This design comes from an exercise in tuning for small area, a short achievable clock period and few clock cycles per item on the open sky130 flow, not from production work. In this exercise RTL edits were held to simulation tests only and were not proved equivalent to the original. Power and IR drop assume default switching activity.

==> flow/design.v (excerpt) <==
module DT(
	input			clk,
	input			reset,
	output	reg		done,
	output	reg		sti_rd,
	output		[9:0]	sti_addr,
	input		[15:0]	sti_di,
	output	reg		res_wr,
	output	reg		res_rd,
	output	reg	[13:0]	res_addr,
	output		[7:0]	res_do,
	input		[7:0]	res_di,
	output	reg		fw_finish
	);
function lt6;
	input [5:0] x, y;
	reg [5:0] gt, lt;
	integer i;
	begin
		lt6 = 1'b0;
		for (i = 0; i < 6; i = i + 1)
			lt6 = (~x[i] & y[i]) | (~(x[i] & ~y[i]) & lt6);
	end
endfunction
function [5:0] min6;
	input [5:0] x, y;
	min6 = lt6(x, y) ? x : y;
endfunction
function [3:0] lsb16;
	input [15:0] v;
	integer i;
	begin
		lsb16 = 4'd0;
		for (i = 15; i >= 0; i = i - 1)
			if (v[i]) lsb16 = i[3:0];
	end
endfunction
reg s_init, s_fdec, s_fra, s_frb, s_fw, s_fend;
reg s_bfind, s_bgo, s_bru, s_brv, s_bf, s_bl, s_bwn;
reg [5:0] do_r;		 
reg [5:0] a, b;		 
reg [9:0] wcnt;		 
reg [3:0] k;		 
reg xr;			 
reg fobj;		 
reg wv;			 
reg adj;		 
reg nc;			 
assign res_do = {2'b00, do_r};
assign sti_addr = wcnt ^ {10{fw_finish}};
wire [5:0] di = res_di[5:0];
wire [15:0] srot = {sti_di[14:0], sti_di[15]};	 
wire xn = srot[~k];
wire [15:0] sshr = {1'b0, sti_di[15:1]};	 
wire [15:0] masked = sti_di & (16'hFFFF << k);
wire mz = (masked == 16'd0);
wire [3:0] f = lsb16(masked);
wire wend = (wcnt == 10'd1015);
wire flast = (res_addr == 14'd16382);
wire [5:0] min_adi = lt6(a, di) ? a : di;
wire [5:0] min_adi_p1 = min_adi + 6'd1;
wire [5:0] fm1 = do_r - 6'd1;
  ...
make LEC_CHECK=0 CAP_MARGIN=20 CORE_MARGIN=2 CORE_UTILIZATION=55 PLACE_DENSITY=0.7 SETUP_SLACK_MARGIN=2.0 SLEW_MARGIN=20 finish   # period 5.0 ns
run.sh (not shown) runs the stock make flow with config.mk's settings and CLKGATE_MAP_FILE= SYNTH_SCRIPT=/design/flow/synth_recipe.tcl, a recipe that flattens the netlist after the stock synthesis.
Testbench counts at the start, summed over its fixed seeds: cycles 1,042,110, images 32.
Then changed:
==> flow/flow/run.sh (new file) <==
#!/bin/bash
# Standard layout, with plain buffers (instead of delay cells) on the ports.
set -o pipefail
bash standard.sh "BUFFER_PORTS_ARGS=-buffer_cell sky130_fd_sc_hd__buf_1" finish > flow.log 2>&1
==> flow/standard.sh (new file) <==
#!/bin/bash
# synth_recipe.tcl (not shown) runs the flow's synth.tcl, then flattens the netlist and writes it again
# the make line also repeats each setting of config.mk as NAME=value (left out here)
make -C /OpenROAD-flow-scripts/flow DESIGN_CONFIG=/design/flow/config.mk WORK_HOME=/design/flow/orfs CLKGATE_MAP_FILE= SYNTH_SCRIPT=/design/flow/synth_recipe.tcl "${@:-finish}"
- SETUP_SLACK_MARGIN: 2.0 -> 1.5
removed: flow/run.sh
What happened: Cell area is lower by 15%; power goes down by about 13%; sequential cell count stays the same; worst setup slack degrades by 4.0 ps; sequential power stays flat; area after synthesis is unchanged; clock power climbs by 12%; non-clock buffer count fell by 62; hold slack gets worse by 10 ps; clock-buffer cell count goes up by 2.
Then changed:
==> flow/run.sh (new file) <==
#!/bin/bash
# synth_recipe.tcl (not shown) runs the flow's synth.tcl, then flattens the netlist and writes it again
# the make line also repeats each setting of config.mk as NAME=value (left out here)
make -C /OpenROAD-flow-scripts/flow DESIGN_CONFIG=/design/flow/config.mk WORK_HOME=/design/flow/orfs CLKGATE_MAP_FILE= SYNTH_SCRIPT=/design/flow/synth_recipe.tcl finish
- SETUP_SLACK_MARGIN: 1.5 -> 1.75
removed: flow/flow/run.sh
removed: flow/standard.sh
Outcome:
- sequential cell count does not change
- power climbs by a few percent
- clock-buffer cell count drops by 1
- cell count climbs slightly
- non-clock buffer count climbs by 6
- final area climbs by a little under a tenth
- worst setup slack improved by 97 ps
- routed wire length climbs by a few percent
- synthesized area is unchanged
- clock skew barely changes
Then changed:
==> flow/flow/run.sh (new file) <==
#!/bin/bash
# Standard layout, with plain buffers (instead of delay cells) on the ports.
set -o pipefail
bash standard.sh "BUFFER_PORTS_ARGS=-buffer_cell sky130_fd_sc_hd__buf_1" finish > flow.log 2>&1
==> flow/standard.sh (new file) <==
#!/bin/bash
# synth_recipe.tcl (not shown) runs the flow's synth.tcl, then flattens the netlist and writes it again
# the make line also repeats each setting of config.mk as NAME=value (left out here)
make -C /OpenROAD-flow-scripts/flow DESIGN_CONFIG=/design/flow/config.mk WORK_HOME=/design/flow/orfs CLKGATE_MAP_FILE= SYNTH_SCRIPT=/design/flow/synth_recipe.tcl "${@:-finish}"
- ABC_AREA: default -> 1
- SETUP_SLACK_MARGIN: 1.75 -> 2.0
removed: flow/run.sh
Effect: First-iteration DRC count rose by a quarter to a third. Worst hold slack improved by 20 ps. Clock power is higher slightly.
Then changed:
- SETUP_SLACK_MARGIN: 2.0 -> 1.5
What happened: Fmax drops by about 10%; cell area drops by about 1.4%; worst hold slack is about the same; via count is about the same; clock power hardly moves; count of clock-buffer cells in the layout is unchanged; synthesized area does not change; sequential cell count does not change; clock skew hardly moves; critical path depth does not change; worst setup slack is worse by 300 ps.

## afterwards: timing with drivers on the ports
Ports are ideal in the flow. The routed layouts listed here were re-timed in OpenROAD.
Step 1, drivers: a clkbuf_16 drives clk and a buf_2 each remaining input, both assumed.
Step 2 also shifts input and output timing later by t, the mid clock arrival at the registers, as if the neighbouring blocks saw the same clock.
a / b / c = ideal / step 1 / step 2; a / b = the first two.
run | t, ns | setup WS [ns] | hold WS [ns]
the first run | 0.393 | 1.633 / 1.633 / 1.561 | 0.469 / 0.469 / 0.469
the second run | 0.377 | 1.629 / 1.641 / 1.264 | 0.459 / 0.459 / 0.459
the third run | 0.389 | 1.726 / 1.726 / 1.427 | 0.456 / 0.456 / 0.456
the fourth run | 0.371 | 2.156 / 2.170 / 1.799 | 0.476 / 0.476 / 0.476
the fifth run | 0.370 | 1.854 / 1.854 / 1.546 | 0.476 / 0.476 / 0.476
After both steps setup and hold are still met in every run listed. For the second run, which loses most, drivers alone change the setup slack by +0.012 ns; drivers and shift together by -0.365 ns.
